From an optimization exercise on the open Yosys and OpenROAD flow, aimed at small area; shortcuts taken in it are not production practice. Function was checked by simulation only, so behaviour that the tests miss may differ from the original.

==> inputs of amber <==
==> flow/design.v (excerpt) <==
module clock(
	clk,
	rst,
	rst_sw,
	stop,
	in_sw,
	lcd_rs,
	lcd_rw,
	lcd_e,
	lcd_data,
	led);
Settings: LEC_CHECK=0, ABC_AREA=1, CAP_MARGIN=20, CORE_MARGIN=2, CORE_UTILIZATION=50, CTS_CLUSTER_DIAMETER=100, CTS_CLUSTER_SIZE=24, GPL_TIMING_DRIVEN=0, SLEW_MARGIN=20; clock period 25.0 ns.
run.sh (not shown) runs the stock make flow with config.mk's settings and CLKGATE_MAP_FILE= SYNTH_SCRIPT=/design/flow/synth_recipe.tcl, a recipe that flattens the netlist after the stock synthesis.
==> delta (differences from amber) <==
--- a/flow/design.v
+++ b/flow/design.v
@@ -68,77 +68,108 @@
 							 state == 3'd2, state == 3'd1, state == 3'd0};
 	assign	mode_nx = sw[4] ? ((state == 3'd5) ? 3'd0 : state + 1'b1) : state;
 	always @(posedge clk or negedge rst) begin
 		if (!rst)
 			state <= 0;
 		else
 			state <= mode_nx;
 	end
-	wire			edit	= (state == 3'd1) | (state == 3'd2) | (state == 3'd3) | (state == 3'd5);
-	wire	[3:0]	last	= (state == 3'd3) ? 4'd13 : (state == 3'd2) ? 4'd7 : 4'd5;
-	wire			at_end	= (cursor == last);		 
 	always @(posedge clk or negedge rst) begin
 		if (!rst)
 			cursor <= 0;
-		else if (!edit)
-			cursor <= 0;
-		else if (sw[0])
-			cursor <= at_end ? 4'd0 : cursor + 1'b1;
-		else if (sw[3])
-			cursor <= (cursor == 4'd0) ? last : cursor - 1'b1;
+		else begin
+			case (state)
+				3'd1 : begin
+					if (sw[0])
+						cursor <= (cursor == 4'd5) ? 4'd0 : cursor + 1'b1;
+					else if (sw[3])
+						cursor <= (cursor == 4'd0) ? 4'd5 : cursor - 1'b1;
+				end
+				3'd2 : begin
+					if (sw[0])
+						cursor <= (cursor == 4'd7) ? 4'd0 : cursor + 1'b1;
+					else if (sw[3])
+						cursor <= (cursor == 4'd0) ? 4'd7 : cursor - 1'b1;
+				end
+				3'd3 : begin
+					if (sw[0])
+						cursor <= (cursor == 4'd13) ? 4'd0 : cursor + 1'b1;
+					else if (sw[3])
+						cursor <= (cursor == 4'd0) ? 4'd13 : cursor - 1'b1;
+				end
+				3'd5 : begin
+					if (sw[0])
+						cursor <= (cursor >= 4'd5) ? 4'd0 : cursor + 1'b1;
+					else if (sw[3])
+						cursor <= (cursor == 4'd0) ? 4'd5 : cursor - 1'b1;
+				end
+				default : cursor <= 0;
+			endcase
+		end
 	end
 endmodule
 module watch_time (
 	input	wire			clk, rst, en_1hz,
 	input	wire			set_watch,
 	input	wire	[5:0]	ld_hour,		 
 	input	wire	[6:0]	ld_min, ld_sec,
 	output	wire			ampm,
 	output	reg	[1:0]	ht,
 	output	reg	[3:0]	ho,
 	output	reg	[2:0]	mt,
 	output	reg	[3:0]	mo,
 	output	reg	[2:0]	st,
 	output	reg	[3:0]	so,
 	output	reg			en_day);
 	assign	ampm	= ht[1] | (ht[0] & (ho[3] | ho[2] | ho[1]));
-	wire	so9	= so[3] & so[0], st5 = st[2] & st[0];
-	wire	mo9	= mo[3] & mo[0], mt5 = mt[2] & mt[0];
+	wire	s59	= st[2] & st[0] & so[3] & so[0];
+	wire	m59	= mt[2] & mt[0] & mo[3] & mo[0];
 	wire	h23	= ht[1] & ~ht[0] & ~ho[2] & ho[1] & ho[0];
-	wire	h31	= ht[1] & ht[0] & ho[0];
-	wire	c1		= en_1hz & so9;
-	wire	c2		= c1 & st5;						 
-	wire	c3		= c2 & mo9;
-	wire	c4		= c3 & mt5;						 
 	always @(posedge clk or negedge rst) begin
 		if (!rst) begin
 			{ht, ho, mt, mo, st, so} <= 0;
 			en_day <= 0;
 		end
 		else if (set_watch) begin
 			{ht, ho}	<= ld_hour;
 			{mt, mo}	<= ld_min;
 			{st, so}	<= ld_sec;
 			en_day	<= 0;
 		end
 		else begin
-			en_day <= c4 & h23;
-			if (en_1hz)	so <= so9 ? 4'd0 : so + 1'b1;
-			if (c1)	st <= st5 ? 3'd0 : st + 1'b1;
-			if (c2)	mo <= mo9 ? 4'd0 : mo + 1'b1;
-			if (c3)	mt <= mt5 ? 3'd0 : mt + 1'b1;
-			if (c4) begin
-				if (h23 | h31)
-					{ht, ho} <= 0;
-				else if (ho[3] & ho[0]) begin
-					ht <= ht + 1'b1; ho <= 0;
+			en_day <= 0;
+			if (en_1hz) begin
+				if (s59) begin
+					{st, so} <= 0;
+					if (m59) begin
+						{mt, mo} <= 0;
+						if (h23) begin
+							{ht, ho} <= 0;
+							en_day <= 1'b1;
+						end
+						else if (ht[1] & ht[0] & ho[0])
+							{ht, ho} <= 0;
+						else if (ho[3] & ho[0]) begin
+							ht <= ht + 1'b1; ho <= 0;
+						end
+						else
+							ho <= ho + 1'b1;
+					end
+					else if (mo[3] & mo[0]) begin
+						mt <= mt + 1'b1; mo <= 0;
+					end
+					else
+						mo <= mo + 1'b1;
+				end
+				else if (so[3] & so[0]) begin
+					st <= st + 1'b1; so <= 0;
 				end
 				else
-					ho <= ho + 1'b1;
+					so <= so + 1'b1;
 			end
 		end
 	end
 endmodule
 module watch_date (
 	input	wire			clk, rst, en_day,
 	input	wire			set_date,
 	input	wire	[15:0]	ld_year,
@@ -188,18 +219,17 @@
 			4'd4 : mterm = 6'd13;	4'd5 : mterm = 6'd15;
 			4'd6 : mterm = 6'd18;	4'd7 : mterm = 6'd20;
 			4'd8 : mterm = 6'd23;	4'd9 : mterm = 6'd26;
 			4'd10: mterm = 6'd28;	4'd11: mterm = 6'd31;
 			4'd12: mterm = 6'd33;	4'd13: mterm = 6'd36;
 			4'd14: mterm = 6'd39;	default: mterm = 6'd41;
 		endcase
 	end
-	wire	[4:0]	jc		= {j[3:2], 3'b0} - j[3:2] + {j[1:0], 1'b0};	 
-	wire	[7:0]	wsum	= day + mterm + k + k[6:2] - jc;
+	wire	[7:0]	wsum	= day + mterm + k + k[6:2] + j[3:2] - {j, 1'b0};
 	wire	[4:0]	f1		= wsum[7:6] + wsum[5:3] + wsum[2:0];
 	wire	[3:0]	f2		= f1[4:3] + f1[2:0];
 	assign	week	= (f2 >= 4'd7) ? f2 - 4'd7 : f2[2:0];
 	reg	[15:0]	year_inc;
 	always @(*) begin
 		year_inc = year;
 		if (y0 != 4'd9)			year_inc[3:0] = y0 + 1'b1;
 		else begin
@@ -252,20 +282,17 @@
 	output	reg	[15:0]	s_year,
 	output	reg	[7:0]	s_mon, s_day,
 	output	reg	[7:0]	a_hour, a_min, a_sec,
 	output	reg	[15:0]	a_year,
 	output	reg	[7:0]	a_mon, a_day,
 	output	reg	[7:0]	an_hour, an_min, an_sec,
 	output	reg	[15:0]	an_year,
 	output	reg	[7:0]	an_mon, an_day,
-	output	reg	[7:0]	t_hour, t_min, t_sec,
-	output	wire			ad_we,			 
-	output	wire	[2:0]	ad_pos,			 
-	output	wire	[3:0]	ad_old);		 
+	output	reg	[7:0]	t_hour, t_min, t_sec);
 	wire	mW = en_state[0], mSW = en_state[1], mSD = en_state[2], mAL = en_state[3], mTM = en_state[5];
 	wire	inc = sw[1];
 	wire	dec = ~sw[1] & sw[2];
 	wire	act = sw[1] | sw[2];
 	wire	hsel	= mSW | mTM | (mAL & (cursor < 4'd6));
 	wire	[2:0]	pos	= (mSW | mSD | mTM | hsel) ? cursor[2:0] : cursor[2:0] - 3'd6;
 	wire	[1:0]	pr		= pos[2:1];		 
 	wire			sub	= pos[0];		 
@@ -372,19 +399,16 @@
 	wire			bug	= mAL & inc & (pos == 3'd1) & (a_sec[7:4] != 4'd5);
 	wire	[5:0]	we_S	= {6{mSW}} & hwe | {4'b0, bug, 1'b0};
 	wire	[5:0]	we_A	= {6{mAL & ~bug}} & hwe;
 	wire	[5:0]	we_T	= {6{mTM}} & hwe;
 	wire	[2:0]	dwp	= (dd_t & ~dd_t9) ? 3'd0 : pos;
 	wire	[7:0]	dwe	= (~hsel & act) ? (8'd1 << dwp) : 8'd0;
 	wire	[7:0]	we_SD	= {8{mSD}} & dwe;
 	wire	[7:0]	we_AD	= {8{mAL}} & dwe;
-	assign	ad_we		= mAL & ~hsel & act;
-	assign	ad_pos	= ~dwp;
-	assign	ad_old	= xe;
 	reg	[7:0]	sn_hour, sn_min, sn_sec, sn_mon, sn_day, tn_hour, tn_min, tn_sec;
 	reg	[15:0]	sn_year;
 	always @(*) begin
 		if (mW) begin
 			{sn_hour, sn_min, sn_sec} = {bcd_hour, bcd_min, bcd_sec};
 			{sn_year, sn_mon, sn_day} = {bcd_year, bcd_month, bcd_day};
 		end
 		else begin
@@ -444,39 +468,54 @@
 	input	wire			clk, rst, stop, en_1clk,
 	input	wire	[7:0]	timer_hour, timer_min, timer_sec,
 	output	reg	[1:0]	ht,
 	output	reg	[3:0]	ho,
 	output	reg	[2:0]	mt,
 	output	reg	[3:0]	mo,
 	output	reg	[2:0]	st,
 	output	reg	[3:0]	so);
-	wire	so0 = (so == 4'd0), st0 = (st == 3'd0), mo0 = (mo == 4'd0),
-			mt0 = (mt == 3'd0), ho0 = (ho == 4'd0), ht0 = (ht == 2'd0);
-	wire	run	= en_1clk & ~(so0 & st0 & mo0 & mt0 & ho0 & ht0);
-	wire	c1	= run & so0;
-	wire	c2	= c1 & st0;
-	wire	c3	= c2 & mo0;
-	wire	c4	= c3 & mt0;
-	wire	c5	= c4 & ho0;
+	wire	s0	= ({st, so} == 7'd0);
+	wire	m0	= ({mt, mo} == 7'd0);
+	wire	h0	= ({ht, ho} == 6'd0);
 	always @(posedge clk or negedge rst) begin
 		if (!rst)
 			{ht, ho, mt, mo, st, so} <= 0;
 		else if (stop) begin
 			{ht, ho} <= {timer_hour[5:4], timer_hour[3:0]};
 			{mt, mo} <= {timer_min[6:4], timer_min[3:0]};
 			{st, so} <= {timer_sec[6:4], timer_sec[3:0]};
 		end
-		else begin
-			if (run)	so <= so0 ? 4'd9 : so - 1'b1;
-			if (c1)	st <= st0 ? 3'd5 : st - 1'b1;
-			if (c2)	mo <= mo0 ? 4'd9 : mo - 1'b1;
-			if (c3)	mt <= mt0 ? 3'd5 : mt - 1'b1;
-			if (c4)	ho <= ho0 ? 4'd9 : ho - 1'b1;
-			if (c5)	ht <= ht - 1'b1;
+		else if (en_1clk) begin
+			if (s0) begin
+				if (m0) begin
+					if (!h0) begin
+						if (ho == 4'd0) begin
+							ht <= ht - 1'b1; ho <= 4'd9;
+						end
+						else
+							ho <= ho - 1'b1;
+						{mt, mo} <= {3'd5, 4'd9};
+						{st, so} <= {3'd5, 4'd9};
+					end
+				end
+				else begin
+					if (mo == 4'd0) begin
+						mt <= mt - 1'b1; mo <= 4'd9;
+					end
+					else
+						mo <= mo - 1'b1;
+					{st, so} <= {3'd5, 4'd9};
+				end
+			end
+			else if (so == 4'd0) begin
+				st <= st - 1'b1; so <= 4'd9;
+			end
+			else
+				so <= so - 1'b1;
 		end
 	end
 endmodule
 module stopwatch (
 	input	wire			clk, rst,
 	input	wire			en_stop,
 	input	wire	[4:0]	sw,
 	input	wire			set_stop,
@@ -489,40 +528,50 @@
 	reg	stop;
 	always @(posedge clk or negedge rst) begin
 		if (!rst)
 			stop <= 0;
 		else if (set_stop & sw[1])
 			stop <= ~stop;
 	end
 	wire	s100	= st[3] & st[1];				 
-	wire	so9	= so[3] & so[0];
-	wire	mo9	= mo[3] & mo[0], mt5 = mt[2] & mt[0];
-	wire	ho9	= ho[3] & ho[0];
-	wire	run	= stop & en_stop;
-	wire	c2		= run & s100;					 
-	wire	c3		= c2 & mo9;
-	wire	c4		= c3 & mt5;						 
-	wire	c5		= c4 & ho9;
+	wire	m59	= mt[2] & mt[0] & mo[3] & mo[0];
+	wire	h59	= ht[2] & ht[0] & ho[3] & ho[0];
 	always @(posedge clk or negedge rst) begin
 		if (!rst)
 			{ht, ho, mt, mo, st, so} <= 0;
-		else if (!stop & sw[2])
-			{ht, ho, mt, mo, st, so} <= 0;
-		else begin
-			if (run) begin
-				if (s100)		{st, so} <= 0;
-				else if (so9)	begin st <= st + 1'b1; so <= 0; end
-				else				so <= so + 1'b1;
+		else if (stop) begin
+			if (en_stop) begin
+				if (s100) begin
+					{st, so} <= 0;
+					if (m59) begin
+						{mt, mo} <= 0;
+						if (h59)
+							{ht, ho} <= 0;
+						else if (ho[3] & ho[0]) begin
+							ht <= ht + 1'b1; ho <= 0;
+						end
+						else
+							ho <= ho + 1'b1;
+					end
+					else if (mo[3] & mo[0]) begin
+						mt <= mt + 1'b1; mo <= 0;
+					end
+					else
+						mo <= mo + 1'b1;
+				end
+				else if (so[3] & so[0]) begin
+					st <= st + 1'b1; so <= 0;
+				end
+				else
+					so <= so + 1'b1;
 			end
-			if (c2)	mo <= mo9 ? 4'd0 : mo + 1'b1;
-			if (c3)	mt <= mt5 ? 3'd0 : mt + 1'b1;
-			if (c4)	ho <= ho9 ? 4'd0 : ho + 1'b1;
-			if (c5)	ht <= (ht[2] & ht[0]) ? 3'd0 : ht + 1'b1;
 		end
+		else if (sw[2])
+			{ht, ho, mt, mo, st, so} <= 0;
 	end
 endmodule
 module lcd_display_string (
 	input	wire			clk,
 	input	wire	[4:0]	index_nx,		 
 	input	wire	[2:0]	mode,			 
 	input	wire	[2:0]	mode_nx,		 
 	input	wire	[15:0]	year,
@@ -530,48 +579,41 @@
 	input	wire	[7:0]	hour, min, sec,
 	input	wire	[2:0]	week,
 	input	wire			ampm,
 	input	wire	[15:0]	save_year,
 	input	wire	[7:0]	save_mon, save_day,
 	input	wire	[7:0]	save_hour, save_min, save_sec,
 	input	wire	[7:0]	sw_hour, sw_min, sw_sec,
 	input	wire	[7:0]	tm_hour, tm_min, tm_sec,
-	input	wire			ad_we,
-	input	wire	[2:0]	ad_pos,
-	input	wire	[3:0]	ad_old,
 	output	reg	[7:0]	out);
+	reg	[15:0]	l_year;
+	reg	[7:0]		l_month, l_day;
 	reg	[2:0]		l_week;
 	reg				l_ampm;
 	wire	m_time	= (mode == 3'd0) | (mode == 3'd1) | (mode == 3'd2);
 	wire	m_alarm	= (mode == 3'd3);
-	wire	[15:0]	n_year	= m_time ? year  : save_year;
-	wire	[7:0]		n_month	= m_time ? month : save_mon;
-	wire	[7:0]		n_day		= m_time ? day   : save_day;
-	reg				ed_valid;
-	reg	[2:0]		ed_pos;
-	reg	[3:0]		ed_old;
-	always @(posedge clk)
-		if (m_alarm) begin
-			ed_valid	<= ad_we & (mode_nx != 3'd3);
-			ed_pos	<= ad_pos;
-			ed_old	<= ad_old;
-		end
+	wire	[15:0]	n_year	= m_time ? year  : m_alarm ? save_year : l_year;
+	wire	[7:0]		n_month	= m_time ? month : m_alarm ? save_mon  : l_month;
+	wire	[7:0]		n_day		= m_time ? day   : m_alarm ? save_day  : l_day;
 	wire	[2:0]		n_week	= (m_time | m_alarm) ? week : l_week;
 	wire				n_ampm	= (m_time | m_alarm) ? ampm : l_ampm;
 	reg	[7:0]		n_hour, n_min, n_sec;
 	always @(*) begin
 		case (mode)
 			3'd0, 3'd1, 3'd2 : {n_hour, n_min, n_sec} = {hour, min, sec};
 			3'd3 : {n_hour, n_min, n_sec} = {save_hour, save_min, save_sec};
 			3'd4 : {n_hour, n_min, n_sec} = {sw_hour, sw_min, sw_sec};
 			default : {n_hour, n_min, n_sec} = {tm_hour, tm_min, tm_sec};
 		endcase
 	end
 	always @(posedge clk) begin
+		l_year	<= n_year;
+		l_month	<= n_month;
+		l_day		<= n_day;
 		l_week	<= n_week;
 		l_ampm	<= n_ampm;
 	end
 	wire	[4:0]	index = index_nx;
 	wire	[2:0]	md = mode_nx;
 	localparam	K_CONST = 2'd0, K_DIGIT = 2'd1, K_WEEK = 2'd2, K_AMPM = 2'd3;
 	reg	[1:0]	kind;
 	reg	[3:0]	dsel;		 
@@ -676,17 +718,16 @@
 			4'd8 : d = n_hour[7:4];
 			4'd9 : d = n_hour[3:0];
 			4'd10: d = n_min[7:4];
 			4'd11: d = n_min[3:0];
 			4'd12: d = n_sec[7:4];
 			default : d = n_sec[3:0];
 		endcase
 	end
-	wire	[3:0]	dx = (!m_time && !m_alarm && ed_valid && !dsel[3] && (dsel[2:0] == ed_pos)) ? ed_old : d;
 	reg	[7:0]	wl;
 	always @(*) begin
 		case ({n_week, wsel})
 			{3'd1, 2'd0}, {3'd0, 2'd0}, {3'd7, 2'd0} : wl = 8'h53;
 			{3'd2, 2'd0} : wl = 8'h4D;
 			{3'd3, 2'd0}, {3'd5, 2'd0} : wl = 8'h54;
 			{3'd4, 2'd0} : wl = 8'h57;
 			{3'd6, 2'd0} : wl = 8'h46;
@@ -702,17 +743,17 @@
 			{3'd4, 2'd2} : wl = 8'h44;
 			{3'd5, 2'd2} : wl = 8'h55;
 			default : wl = 8'h49;		 
 		endcase
 	end
 	reg	[7:0]	chr;
 	always @(posedge clk) begin
 		case (kind)
-			K_DIGIT : chr <= {4'h3, (dx > 4'd9) ? 4'd0 : dx};
+			K_DIGIT : chr <= {4'h3, (d > 4'd9) ? 4'd0 : d};
 			K_WEEK  : chr <= wl;
 			K_AMPM  : chr <= n_ampm ? 8'h50 : 8'h41;
 			default : chr <= k;
 		endcase
 		out <= chr;
 	end
 endmodule
 module lcd_driver (
@@ -837,19 +878,16 @@
 	fsm FSM (.clk(clk), .rst(rstn), .sw(sw), .en_state(en_state), .mode(mode), .mode_nx(mode_nx), .cursor(cursor));
 	wire	[7:0]		s_hour, s_min, s_sec, s_month, s_day;
 	wire	[15:0]	s_year;
 	wire	[7:0]		a_hour, a_min, a_sec, a_mon, a_day;
 	wire	[15:0]	a_year;
 	wire	[7:0]		an_hour, an_min, an_sec, an_mon, an_day;
 	wire	[15:0]	an_year;
 	wire	[7:0]		t_hour, t_min, t_sec;
-	wire				ad_we;
-	wire	[2:0]		ad_pos;
-	wire	[3:0]		ad_old;
 	wire	[1:0]	w_ht;
 	wire	[3:0]	w_ho, w_mo, w_so;
 	wire	[2:0]	w_mt, w_st;
 	wire			ampm, en_day;
 	wire	[15:0]	year;
 	wire	[3:0]	month;
 	wire	[4:0]	day;
 	wire	[2:0]	week;
@@ -866,18 +904,17 @@
 	set SET (
 		.clk(clk), .rst(rstn), .en_state(en_state), .sw(sw), .cursor(cursor),
 		.bcd_hour(bcd_hour), .bcd_min(bcd_min), .bcd_sec(bcd_sec),
 		.bcd_year(year), .bcd_month(bcd_month), .bcd_day(bcd_day),
 		.max_date(max_date),
 		.s_hour(s_hour), .s_min(s_min), .s_sec(s_sec), .s_year(s_year), .s_mon(s_month), .s_day(s_day),
 		.a_hour(a_hour), .a_min(a_min), .a_sec(a_sec), .a_year(a_year), .a_mon(a_mon), .a_day(a_day),
 		.an_hour(an_hour), .an_min(an_min), .an_sec(an_sec), .an_year(an_year), .an_mon(an_mon), .an_day(an_day),
-		.t_hour(t_hour), .t_min(t_min), .t_sec(t_sec),
-		.ad_we(ad_we), .ad_pos(ad_pos), .ad_old(ad_old));
+		.t_hour(t_hour), .t_min(t_min), .t_sec(t_sec));
 	watch_time TIME (
 		.clk(clk), .rst(rstn), .en_1hz(en_1hz), .set_watch(en_state[1]),
 		.ld_hour(ld_hour), .ld_min(s_min[6:0]), .ld_sec(s_sec[6:0]),
 		.ampm(ampm), .ht(w_ht), .ho(w_ho), .mt(w_mt), .mo(w_mo), .st(w_st), .so(w_so),
 		.en_day(en_day));
 	watch_date DATE (
 		.clk(clk), .rst(rstn), .en_day(en_day), .set_date(en_state[2]),
 		.ld_year(s_year), .ld_month(ld_month), .ld_day(ld_day),
@@ -903,14 +940,13 @@
 	lcd_display_string STR (
 		.clk(clk), .index_nx(index_nx), .mode(mode), .mode_nx(mode_nx),
 		.year(year), .month(bcd_month), .day(bcd_day),
 		.hour(bcd_hour), .min(bcd_min), .sec(bcd_sec), .week(week), .ampm(ampm),
 		.save_year(a_year), .save_mon(a_mon), .save_day(a_day),
 		.save_hour(a_hour), .save_min(a_min), .save_sec(a_sec),
 		.sw_hour({1'b0, sp_ht, sp_ho}), .sw_min({1'b0, sp_mt, sp_mo}), .sw_sec({sp_st, sp_so}),
 		.tm_hour({2'b0, tm_ht, tm_ho}), .tm_min({1'b0, tm_mt, tm_mo}), .tm_sec({1'b0, tm_st, tm_so}),
-		.ad_we(ad_we), .ad_pos(ad_pos), .ad_old(ad_old),
 		.out(data_char));
 	lcd_driver DRV (
 		.clk(clk), .rst(rstn), .data_char(data_char), .index_char(index_char), .index_nx(index_nx),
 		.lcd_rs(lcd_rs), .lcd_rw(lcd_rw), .lcd_e(lcd_e), .lcd_data(lcd_data));
 endmodule
CORE_UTILIZATION = 40   (was 50)
==> flow_metrics.env <==
export IMPL_power_mw=1.17
export IMPL_ir_worst_vdd_mv=0.0567
export IMPL_cp_slowest_stage_delay_ps=560
export IMPL_synthMuxAreaShare_pct=0.182
export IMPL_area_growth_pct=7.79
export IMPL_worstSkewPairLatency_ps=600
export IMPL_fillers=6486
export IMPL_maxSlewHeadroom_pct=20.4
export IMPL_timing_final_ws_setup_ps=15260
export IMPL_synthAdderAreaFrac_pct=9.03
export IMPL_status="finished clean"
export IMPL_grtUsageTotal_pct=29.7
export IMPL_regArea_sq_um=7840
export IMPL_synth_commonest_cells="931 x nand2_1, 540 x inv_1, 319 x o21ai_0"
export IMPL_nets=3841
export IMPL_hpwl_microns=76700
export IMPL_critical_path_max_fanout=9
the above is filed under delta

==> flow_metrics.env <==
export IMPL_synth_cell_types=68
export IMPL_power_mw=1.33
export IMPL_synthMuxAreaShare_pct=0.144
export IMPL_status="finished clean"
export IMPL_critPathRequiredTime_ps=25430
export IMPL_area_growth_pct=7.07
export IMPL_fillers=4701
export IMPL_nets=3631
export IMPL_ir_worst_vdd_mv=0.192
export IMPL_critical_path_max_fanout=8
export IMPL_synthAdderAreaFrac_pct=8.86
export IMPL_synth_commonest_cells="819 x nand2_1, 534 x inv_1, 318 x nor2_1"
export IMPL_fmaxAchievable_mhz=98.9
export IMPL_regArea_sq_um=7440
export IMPL_yosys_area_share_simple_pct=28.8
export IMPL_worstSkewPairLatency_ps=570
export IMPL_hpwl_microns=72200
export IMPL_inverters_excl_clock=555
export IMPL_maxSlewHeadroom_pct=20.7
export IMPL_grtUsageTotal_pct=36.5
export IMPL_timing_final_ws_setup_ps=14890
the above is filed under amber

## afterwards: timing with drivers on the ports
In the flow no input, the clock included, has a driving cell. The finished layouts below were timed again as built, in two steps. Step 1 sets driving cells, clkbuf_16 on the clock port and buf_2 on the other inputs (assumed; they add their load-dependent delay and slew). Step 2, shift: input delay + t, output delay - t, t = (earliest + latest rising clock arrival at the registers) / 2. This alone moves slack from input paths to output paths. Slacks: ideal / step 1 / step 2; pairs: ideal / step 1.
| run | t (ns) | slack for setup (ns) | hold WS [ns] | cell pins on the clock port's net |
|---|---|---|---|---|
| amber | 0.613 | 14.888 / 14.888 / 14.888 | 0.338 / 0.338 / 0.338 | 1 |
| delta | 0.634 | 15.261 / 15.261 / 15.261 | 0.321 / 0.321 / 0.321 | 1 |
After both steps every run listed still meets setup and hold.
